This design comes from an exercise in tuning for a short achievable clock period and few clock cycles per item on the open sky130 flow, not from production work. The RTL was checked by simulation tests, not by an equivalence proof against the original design.

==> flow/design.v, too long to show whole: its modules and the start of the top module <==
// module ALU: 1914 lines
module ALU(
    clk,
    rst_n,
    valid,
    ready,
    mode,
    in_A,
    in_B,
    out
);
  // ...
==> flow/run.sh <==
#!/bin/bash
# synth_recipe.tcl (not shown) runs the flow's synth.tcl, then flattens the netlist and writes it again
# the make line also repeats each setting of config.mk as NAME=value (left out here)
make -C /OpenROAD-flow-scripts/flow DESIGN_CONFIG=/design/flow/config.mk WORK_HOME=/design/flow/orfs CLKGATE_MAP_FILE= SYNTH_SCRIPT=/design/flow/synth_recipe.tcl finish
==> flow/config.mk <==
export PLATFORM = sky130hd
export DESIGN_NAME = ALU
export DESIGN_NICKNAME = ALU
export VERILOG_FILES = /design/flow/design.v
export SDC_FILE = /design/flow/constraint.sdc
export NUM_CORES = 4
export LEC_CHECK = 0
export CAP_MARGIN = 30
export CORE_MARGIN = 2
export CORE_UTILIZATION = 55
export PLACE_DENSITY = 0.7
export SETUP_SLACK_MARGIN = 3.5
export SLEW_MARGIN = 30
==> flow/constraint.sdc <==
create_clock -name core_clock -period 8.0 [get_ports {clk}]
set_input_delay 1.6000 -clock core_clock [delete_from_list [all_inputs] [get_ports {clk}]]
set_output_delay 1.6000 -clock core_clock [all_outputs]
set_load 0.01 [all_outputs]
==> notes.md, run 1 <==
- Clock Buffer Count: 123
- Area of the multi-input gates: 73300 um2
- Crit-path max FO: 6
- Crit end category: flop
- EDFF count, synth: 71
- DRT iter0 DRCs: 16600
- WP buf/inv: 3
- ANT nets after route: 0
- Slew headroom: 0.234
- Outcome: no timing/DRC/antenna violations
- Final RePlAce weighted congestion: 1.11
- Post-CTS resize count: 632
- Cell Count Post-Placement: 13500
- Seq Cell Count: 716
- Largest register FFs: 64
- Worst setup margin: 2630 ps
- Final hold viol count: 0
- Port Buffers: 133
- Top class by area: multi-input gates
- Synth Area per Inst: 7.94 um2
- # rows: 149
- Tcrit/Tclk final: 0.672
- Non-clock buffer share: 0.0590
- Met3 GRT Util: 0.195
Testbench counts, summed over its fixed seeds: cycles 5,002, items 1,920.
==> inputs of run 2 (changes only) <==
--- a/flow/design.v
+++ b/flow/design.v
@@ -9,17 +9,17 @@
     out
 );
     input         clk, rst_n;
     input         valid;
     input  [1:0]  mode;  
     output        ready;
     input  [31:0] in_A, in_B;
     output [63:0] out;
-    localparam IDLE = 2'd0, MUL2 = 2'd1, DIVN = 2'd2, DIVD = 2'd3;
+    localparam IDLE = 2'd0, MUL2 = 2'd1, DIVD = 2'd2;
     reg  [1:0]  state;
     reg         ready_r;
     reg  [63:0] out_r;
     reg  [3:0]  cnt;
     wire idle = (state == IDLE);
     wire [34:0] bx = {2'b00, in_B, 1'b0};
     wire [33:0] ax = {1'b0, in_A, 1'b0};   
     wire [16:0] bone, btwo, bneg;
@@ -1780,132 +1780,124 @@
         mp_62_0 <= pp15[32];
         mp_62_1 <= pp16[30];
         mp_63_0 <= ~bneg[15];
         mp_63_1 <= pp16[31];
     end
     wire [63:0] mrow_a = {c1052, c1050, c1048, c1046, c1044, c1042, c1040, c1038, c1036, c1034, c1032, c1030, c1028, c1026, c1024, c1022, c1020, c1018, c1016, c1014, c1012, c1010, c1008, c1006, c1004, c1002, c1000, c998, c996, c994, c992, c990, c988, c986, c984, c982, c980, c978, c976, c974, c972, c970, c968, c966, c964, c962, c960, c958, c956, c954, c952, c950, c948, c946, c944, c942, c940, c938, c936, c934, c932, s931, mp_1_0, mp_0_0};
     wire [63:0] mrow_b = {s1053, s1051, s1049, s1047, s1045, s1043, s1041, s1039, s1037, s1035, s1033, s1031, s1029, s1027, s1025, s1023, s1021, s1019, s1017, s1015, s1013, s1011, s1009, s1007, s1005, s1003, s1001, s999, s997, s995, s993, s991, s989, s987, s985, s983, s981, s979, s977, s975, s973, s971, s969, s967, s965, s963, s961, s959, s957, s955, s953, s951, s949, s947, s945, s943, s941, s939, s937, s935, s933, mp_2_2, 1'b0, mp_0_1};
     wire [63:0] mul_res = mrow_a + mrow_b;
-    reg  [31:0] a_r;
-    reg  [35:0] b_r;
-    reg  [6:0]  fits_r;
-    wire [6:0]  fits;    
-    generate
-        for (gi = 1; gi < 8; gi = gi + 1) begin : g_fit
-            assign fits[gi-1] = (in_A >> (4*gi)) < in_B;
-        end
-    endgenerate
+    wire [34:0] b1 = {3'b0, in_B};
+    reg  [34:0] b_r, m3_r, m5_r, m7_r;
     always @(posedge clk) begin
         if (idle) begin
-            a_r    <= in_A;
-            b_r    <= {4'b0, in_B};
-            fits_r <= fits;
+            b_r  <= b1;
+            m3_r <= (b1 << 1) + b1;
+            m5_r <= (b1 << 2) + b1;
+            m7_r <= (b1 << 3) - b1;
         end
     end
-    reg  [35:0] m3_r, m5_r, m7_r, m9_r, m11_r, m13_r, m15_r;
-    always @(posedge clk) begin
-        m3_r  <= (b_r << 1) + b_r;
-        m5_r  <= (b_r << 2) + b_r;
-        m7_r  <= (b_r << 3) - b_r;
-        m9_r  <= (b_r << 3) + b_r;
-        m11_r <= (b_r << 3) + (b_r << 1) + b_r;
-        m13_r <= (b_r << 3) + (b_r << 2) + b_r;
-        m15_r <= (b_r << 4) - b_r;
-    end
-    wire [7:0] fa8  = {1'b1, fits_r};
-    wire [7:0] dsel = fa8 & ~{fa8[6:0], 1'b0};    
-    reg  [63:0] ashift;
+    wire [31:0] bhi;    
+    generate
+        for (gi = 0; gi < 32; gi = gi + 1) begin : g_bhi
+            if (gi == 31) begin : g_top
+                assign bhi[gi] = 1'b0;
+            end else begin : g_rest
+                assign bhi[gi] = |in_B[31:gi+1];
+            end
+        end
+    endgenerate
+    wire [10:0] fits;    
+    generate
+        for (gi = 1; gi < 11; gi = gi + 1) begin : g_fit
+            assign fits[gi-1] = ~|((in_A >> (3*gi)) & ~bhi) & |in_B;
+        end
+    endgenerate
+    assign fits[10] = 1'b1;
+    wire [10:0] dsel = fits & ~{fits[9:0], 1'b0};    
+    reg  [64:0] ashift;     
     reg  [3:0]  ndig;
     integer dk;
     always @(*) begin
-        ashift = 64'b0;
+        ashift = 65'b0;
         ndig   = 4'd0;
-        for (dk = 0; dk < 8; dk = dk + 1) begin
-            ashift = ashift | ({64{dsel[dk]}} & ({32'b0, a_r} << (28 - 4*dk)));
+        for (dk = 0; dk < 11; dk = dk + 1) begin
+            ashift = ashift | ({65{dsel[dk]}} & ({33'b0, in_A} << (30 - 3*dk)));
             ndig   = ndig   | ({4{dsel[dk]}} & (dk + 1));
         end
     end
     wire        qsmall = (in_A >> 1) < in_B;
     wire        ge1    = in_A >= in_B;
     wire [31:0] a_minus_b = in_A - in_B;
-    wire [63:0] div0_val = {(ge1 ? a_minus_b : in_A), 31'b0, ge1};
-    wire [35:0] w = {out_r[63:32], out_r[31:28]};
-    wire [36:0] t1  = {1'b0, w} - {1'b0, b_r};
-    wire [36:0] t2  = {1'b0, w} - {1'b0, b_r << 1};
-    wire [36:0] t3  = {1'b0, w} - {1'b0, m3_r};
-    wire [36:0] t4  = {1'b0, w} - {1'b0, b_r << 2};
-    wire [36:0] t5  = {1'b0, w} - {1'b0, m5_r};
-    wire [36:0] t6  = {1'b0, w} - {1'b0, m3_r << 1};
-    wire [36:0] t7  = {1'b0, w} - {1'b0, m7_r};
-    wire [36:0] t8  = {1'b0, w} - {1'b0, b_r << 3};
-    wire [36:0] t9  = {1'b0, w} - {1'b0, m9_r};
-    wire [36:0] t10 = {1'b0, w} - {1'b0, m5_r << 1};
-    wire [36:0] t11 = {1'b0, w} - {1'b0, m11_r};
-    wire [36:0] t12 = {1'b0, w} - {1'b0, m3_r << 2};
-    wire [36:0] t13 = {1'b0, w} - {1'b0, m13_r};
-    wire [36:0] t14 = {1'b0, w} - {1'b0, m7_r << 1};
-    wire [36:0] t15 = {1'b0, w} - {1'b0, m15_r};
-    wire [15:0] ge = {~t15[36], ~t14[36], ~t13[36], ~t12[36], ~t11[36], ~t10[36], ~t9[36], ~t8[36],
-                      ~t7[36], ~t6[36], ~t5[36], ~t4[36], ~t3[36], ~t2[36], ~t1[36], 1'b1};
-    wire [15:0] sel = ge & ~{1'b0, ge[15:1]};
-    wire [3:0]  qd = {ge[8], ge[12] | (ge[4] & ~ge[8]),
-                      ge[14] | (ge[10] & ~ge[12]) | (ge[6] & ~ge[8]) | (ge[2] & ~ge[4]),
-                      sel[15] | sel[13] | sel[11] | sel[9] | sel[7] | sel[5] | sel[3] | sel[1]};
-    wire [31:0] rd = ({32{sel[0]}}  & w[31:0])    | ({32{sel[1]}}  & t1[31:0])  |
-                     ({32{sel[2]}}  & t2[31:0])   | ({32{sel[3]}}  & t3[31:0])  |
-                     ({32{sel[4]}}  & t4[31:0])   | ({32{sel[5]}}  & t5[31:0])  |
-                     ({32{sel[6]}}  & t6[31:0])   | ({32{sel[7]}}  & t7[31:0])  |
-                     ({32{sel[8]}}  & t8[31:0])   | ({32{sel[9]}}  & t9[31:0])  |
-                     ({32{sel[10]}} & t10[31:0])  | ({32{sel[11]}} & t11[31:0]) |
-                     ({32{sel[12]}} & t12[31:0])  | ({32{sel[13]}} & t13[31:0]) |
-                     ({32{sel[14]}} & t14[31:0])  | ({32{sel[15]}} & t15[31:0]);
-    wire [63:0] divd_val = {rd, out_r[27:0], qd};
+    wire [64:0] div0_val = qsmall ? {(ge1 ? a_minus_b : in_A), 32'b0, ge1} : ashift;
+    reg         qtop_r;
+    wire [34:0] w = {out_r[63:32], qtop_r, out_r[31:30]};
+    wire [35:0] t1 = {1'b0, w} - {1'b0, b_r};
+    wire [35:0] t2 = {1'b0, w} - {1'b0, b_r << 1};
+    wire [35:0] t3 = {1'b0, w} - {1'b0, m3_r};
+    wire [35:0] t4 = {1'b0, w} - {1'b0, b_r << 2};
+    wire [35:0] t5 = {1'b0, w} - {1'b0, m5_r};
+    wire [35:0] t6 = {1'b0, w} - {1'b0, m3_r << 1};
+    wire [35:0] t7 = {1'b0, w} - {1'b0, m7_r};
+    wire [7:0]  ge = {~t7[35], ~t6[35], ~t5[35], ~t4[35], ~t3[35], ~t2[35], ~t1[35], 1'b1};
+    wire [7:0]  sel = ge & ~{1'b0, ge[7:1]};
+    wire [2:0]  qd = {ge[4], ge[6] | (ge[2] & ~ge[4]), sel[7] | sel[5] | sel[3] | sel[1]};
+    wire [31:0] rd = ({32{sel[0]}} & w[31:0])  | ({32{sel[1]}} & t1[31:0]) |
+                     ({32{sel[2]}} & t2[31:0]) | ({32{sel[3]}} & t3[31:0]) |
+                     ({32{sel[4]}} & t4[31:0]) | ({32{sel[5]}} & t5[31:0]) |
+                     ({32{sel[6]}} & t6[31:0]) | ({32{sel[7]}} & t7[31:0]);
     wire [31:0] logic_res;
     generate
         for (gi = 0; gi < 32; gi = gi + 1) begin : g_logic
             assign logic_res[gi] = (in_A[gi] & in_B[gi]) | (mode[0] & (in_A[gi] | in_B[gi]));
         end
     endgenerate
+    reg [63:0] mul_r;
     always @(posedge clk) begin
         case (state)
-            IDLE:    out_r <= mode[1] ? {32'b0, logic_res} : div0_val;
-            MUL2:    out_r <= mul_res;
-            DIVN:    out_r <= ashift;
-            default: out_r <= divd_val;
+            IDLE: begin
+                out_r  <= mode[1] ? {32'b0, logic_res} : {div0_val[64:33], div0_val[31:0]};
+                qtop_r <= div0_val[32];
+            end
+            MUL2: begin
+                out_r  <= 64'b0;
+                qtop_r <= 1'b0;
+            end
+            default: begin
+                out_r  <= {rd, out_r[28:0], qd};
+                qtop_r <= out_r[29];
+            end
         endcase
+        mul_r <= (state == MUL2) ? mul_res : 64'b0;
     end
     assign ready = ready_r;
-    assign out   = out_r;
+    assign out   = out_r | mul_r;
     always @(posedge clk or negedge rst_n) begin
         if (!rst_n) begin
             state   <= IDLE;
             ready_r <= 1'b0;
             cnt     <= 4'd0;
         end else begin
             ready_r <= 1'b0;
             case (state)
                 IDLE: begin
+                    cnt <= ndig;
                     if (valid) begin
                         if (mode == 2'd0)
                             state <= MUL2;
                         else if (mode == 2'd1 && !qsmall)
-                            state <= DIVN;
+                            state <= DIVD;
                         else
                             ready_r <= 1'b1;
                     end
                 end
                 MUL2: begin
                     state   <= IDLE;
                     ready_r <= 1'b1;
                 end
-                DIVN: begin
-                    state <= DIVD;
-                    cnt   <= ndig;
-                end
                 default: begin
                     cnt <= cnt - 4'd1;
                     if (cnt == 4'd1) begin
                         state   <= IDLE;
                         ready_r <= 1'b1;
                     end
                 end
             endcase
==> flow/config.mk (replaced) <==
export PLATFORM = sky130hd
export DESIGN_NAME = ALU
export DESIGN_NICKNAME = ALU
export VERILOG_FILES = /design/flow/design.v
export SDC_FILE = /design/flow/constraint.sdc
export NUM_CORES = 4
export LEC_CHECK = 0
export CAP_MARGIN = 30
export CORE_MARGIN = 2
export CORE_UTILIZATION = 45
export PLACE_DENSITY = 0.6
export SETUP_SLACK_MARGIN = 3.5
export SLEW_MARGIN = 30
==> run 2 against run 1 <==
Net effect: clock skew down 0.77 ps; hold slack better by 47 ps.
==> notes.md, run 2 <==
- Worst setup margin: 3190 ps (+562 ps)
- Clock latency on the worst-skew pair: 740 ps
- Synth Area per Inst: 8.79 um2 (+11%)
- Final TNS setup: 0 ps
- Worst setup path class: flop to flop
- Leading cell type in the layout, fill and taps excluded: inv_1
- Total congestion overflow: 0
- Worst hold slack: 479 ps
- Sink Count: 606
- Most instantiated library cell after synthesis: inv_1
- Register area share after synthesis: 0.206
- FMAX: 208 MHz
- Yosys warnings: 1
- Main combinational cell family by area after synthesis: adder cells
- Port Buffers: 133 (unchanged)
- RR Startpoint: mp_16_1
- Regs by FF count: mul_r: 64 flops, out_r: 64 flops, m5_r: 35 flops
- Clock transition at the registers of the reported paths: 60 ps
- First-pass GRT wire length: 432 mm
- Average wire per standard cell: 31.9 um
- Data required, critical path: 8660 ps
- DR vias/cell: 6.53
- Synth Register Bits: 606
- Cell Count Post-Placement: 9176 (-32%)
- EDFF count, synth: 131 (+85%)
- Pin count of the biggest net entering global routing: 62
- Initial Util: 0.454
- HPWL after detailed placement: 215 mm
- Worst-case clock buffer depth: 3
- Synth top area share: 0.143
- Number of fill cells in the layout: 13300
- Crit path time final: 4810 ps
- Synth Area in Simple Gates: 0.105
- Residual DRC count: 0
- Outcome: no timing/DRC/antenna violations
- Share of cells above drive strength 1: 0.152
- # rows: 139 (-6.7%)
- CTS tree: built
- Critical path startpoint category: flop
- Post-Layout Cell Count: 9538
- CTS Root Cell: clkbuf_16
- Gr usage total: 0.402
- Pre-CTS WS: 1180 ps
- Post-synthesis cell count: 7433
- Crit-path max FO: 4 (-2)
- Slew Limit Fails: 0
- Layout Area Growth over Synthesis: 17.1%
- R2r setup slk: 3190 ps
- Setup Viol. Count Final: 0
- Most frequent cells in the layout: inv_1 (776), xnor2_1 (728), ha_1 (557)
- Arr. time, crit path: 5470 ps
- R2R depth: 19
- Layout Utilization: 0.532
- H-tree Lvls: 3
- Crit end category: flop
- Final hold viol count: 0 (unchanged)
- Compound-gate portion of the synthesized area: 0.229
- Worst hold path class: flop to flop
- Mux cell area share after synthesis: 0.00406
- RSZ-0062 raised after global routing: true
- Initial antenna violation count: 29
- CORE AREA: 144000 um2
- Slew headroom: 0.156 (-0.0785)
- Vias: 62300
- DRT iter0 DRCs: 8794 (-47%)
- # hold bufs at CTS: 0
- Final wirelength: 304 mm
- Final instance area: 76500 um2
- Xor/xnor share of the synthesized area: 0.116
- Post-DP Area: 68900 um2
- Area of the multi-input gates: 49800 um2 (-32%)
- Total CTS buffers: 79
- Syn_nets: 8601
- Worst Hold End: out_r[29]
- Area leader, netlist: dfxtp_1
- Post-Syn Area: 65300 um2
- Most frequent cells after synthesis: inv_1 (818), xnor2_1 (730), ha_1 (632)
- Ranking of synthesized cells by area: dfxtp_1 (14%), fa_1 (14%), ha_1 (12%)
- R2r endpoint: mul_r[60]
- Max-cap check violation count: 0
- Hold Startpoint: out_r[26]
- Slew @ Worst Pin: 1250 ps
- ANT nets after route: 0 (unchanged)
- DRT Pass-1 Iters: 10
- Adder-Cell Fraction of Synth Area: 0.264
- Synth unique cells: 100
- NumNets Final: 8729
- Die ar.: 148000 um2
- Storage cell area: 13500 um2
- Main synth FF type: dfxtp_1
- Worst Skew: 36.9 ps
- Top-Level Pins: 134
- Async set-reset flop share out of synthesis: 0.0116
- Tcrit/Tclk final: 0.601 (-0.0702)
- Final RePlAce weighted congestion: 1.04 (-6.3%)
- Die Width: 385 um
- Vias in the first global route: 60500
- Die height: 385 um
- Hold depth: 1
==> run 2: cell types whose count changed after synthesis, sizes merged, moves of 206 or more <==
cell / before / now
o21ai: 735 / 305
xnor2: 510 / 730
a221oi: 509 / 45
clkbuf: 634 / 351
a21o: 372 / 166
nand2: 536 / 316
a211oi: 364 / 59
nor2: 1027 / 372
a22oi: 261 / 545
inv: 1128 / 823
a21oi: 1056 / 394
ha: 1074 / 632
==> run 2: how the worst max path moves through the flow <==
stage,startpoint,end,slack (ps),cells past startpoint
floorplan,in_A[7],out_r[63],3060,16
global placement,in_A[31],out_r[63],1190,11
detailed placement,in_A[31],out_r[62],1180,13
CTS,mp_29_0,mul_r[61],3280,19
global route,mp_16_1,mul_r[60],3050,19
finish,mp_16_1,mul_r[60],3190,19
==> run 2: kinds of logic (layout without fill, tap and decap cells) <==
logic type | after synthesis | in the layout
adders and majority gates | 1101 | 1101
AOI/OAI and AO/OA | 2143 | 2144
other | 0 | 8
buffers and inverters | 1306 | 1497
muxes | 24 | 24
xor gates and xnor gates | 863 | 863
DFF | 606 | 606
and+or+nand+nor | 1390 | 1392
==> run 2: layer usage <==
layer  GRT usage  vias up  routed length, um
li1            -    26400                  -
met1       0.540    30600             122000
met2       0.576     4208             124000
met3       0.119     1005              38900
met4       0.217       24              19800
met5           0        -                214
==> run 2: repair_timing <==
item | CTS | global route
setup buffers | 133 | 65
gates resized for setup | 511 | 223
endpoints found under the setup margin | 305 | 147
hold endpoints to repair | 0 | 0
gates cloned | 7 | 2
pin swaps | 148 | 116
==> run 2: final cells by class <==
class / count / share of cell area
multi-input cells: 5524 / 0.651
repair buffers: 521 / 0.0611
inverters: 827 / 0.0435
well taps: 1903 / 0.0311
repair inverters: 2 / 0.000327
clock inverters: 43 / 0.00646
diodes: 8 / 0.000262
flip-flops and latches: 606 / 0.177
clock buffers: 104 / 0.0300
==> run 2: critical path, cell delays in order, from the launching register on <==
cell       delay [ps]
dfxtp_2           320
inv_2              40
fa_1              530
fa_1              560
inv_1              50
fa_1              500
ha_4              300
nand4_1           150
nor2_2            170
nand3_2           140
a211oi_4          400
o211ai_1          140
buf_4             220
a2111oi_4         320
buf_4             210
nor3_4             60
o21ai_2           200
nor3b_2            80
a21oi_2           170
mux2i_1           200
Testbench counts of run 2, summed over its fixed seeds: cycles 5,003, items 1,920.

port drivers added, routing unchanged:
The flow's constraints put no driver on any port. The routed layouts listed below were extracted and timed again, unchanged, in two steps. Step 1 (the two cells are an assumption about what drives the block):
set clk [get_ports {clk}]
set_driving_cell -lib_cell sky130_fd_sc_hd__clkbuf_16 $clk
set_driving_cell -lib_cell sky130_fd_sc_hd__buf_2 [delete_from_list [all_inputs] $clk]
Step 2 also shifts input and output timing later by t, the mid clock arrival at the registers, as if the neighbouring blocks saw the same clock. Slacks: ideal ports / drivers / drivers and shift; pairs: ideal ports / drivers.
run	shift t [ns]	slack for setup (ns)	hold slack, ns	clock arrival spread, ns	cell pins on the clock port's net
run 1	0.873	2.626 / 2.626 / 1.979	0.432 / 0.432 / 0.432	0.045 / 0.045	1
run 2	0.808	3.188 / 3.188 / 2.717	0.479 / 0.479 / 0.479	0.043 / 0.043	1
After both steps every run listed still meets setup and hold. The setup slack of run 1, which loses most, moves by 0.000 ns with the drivers and by -0.647 ns with both steps.
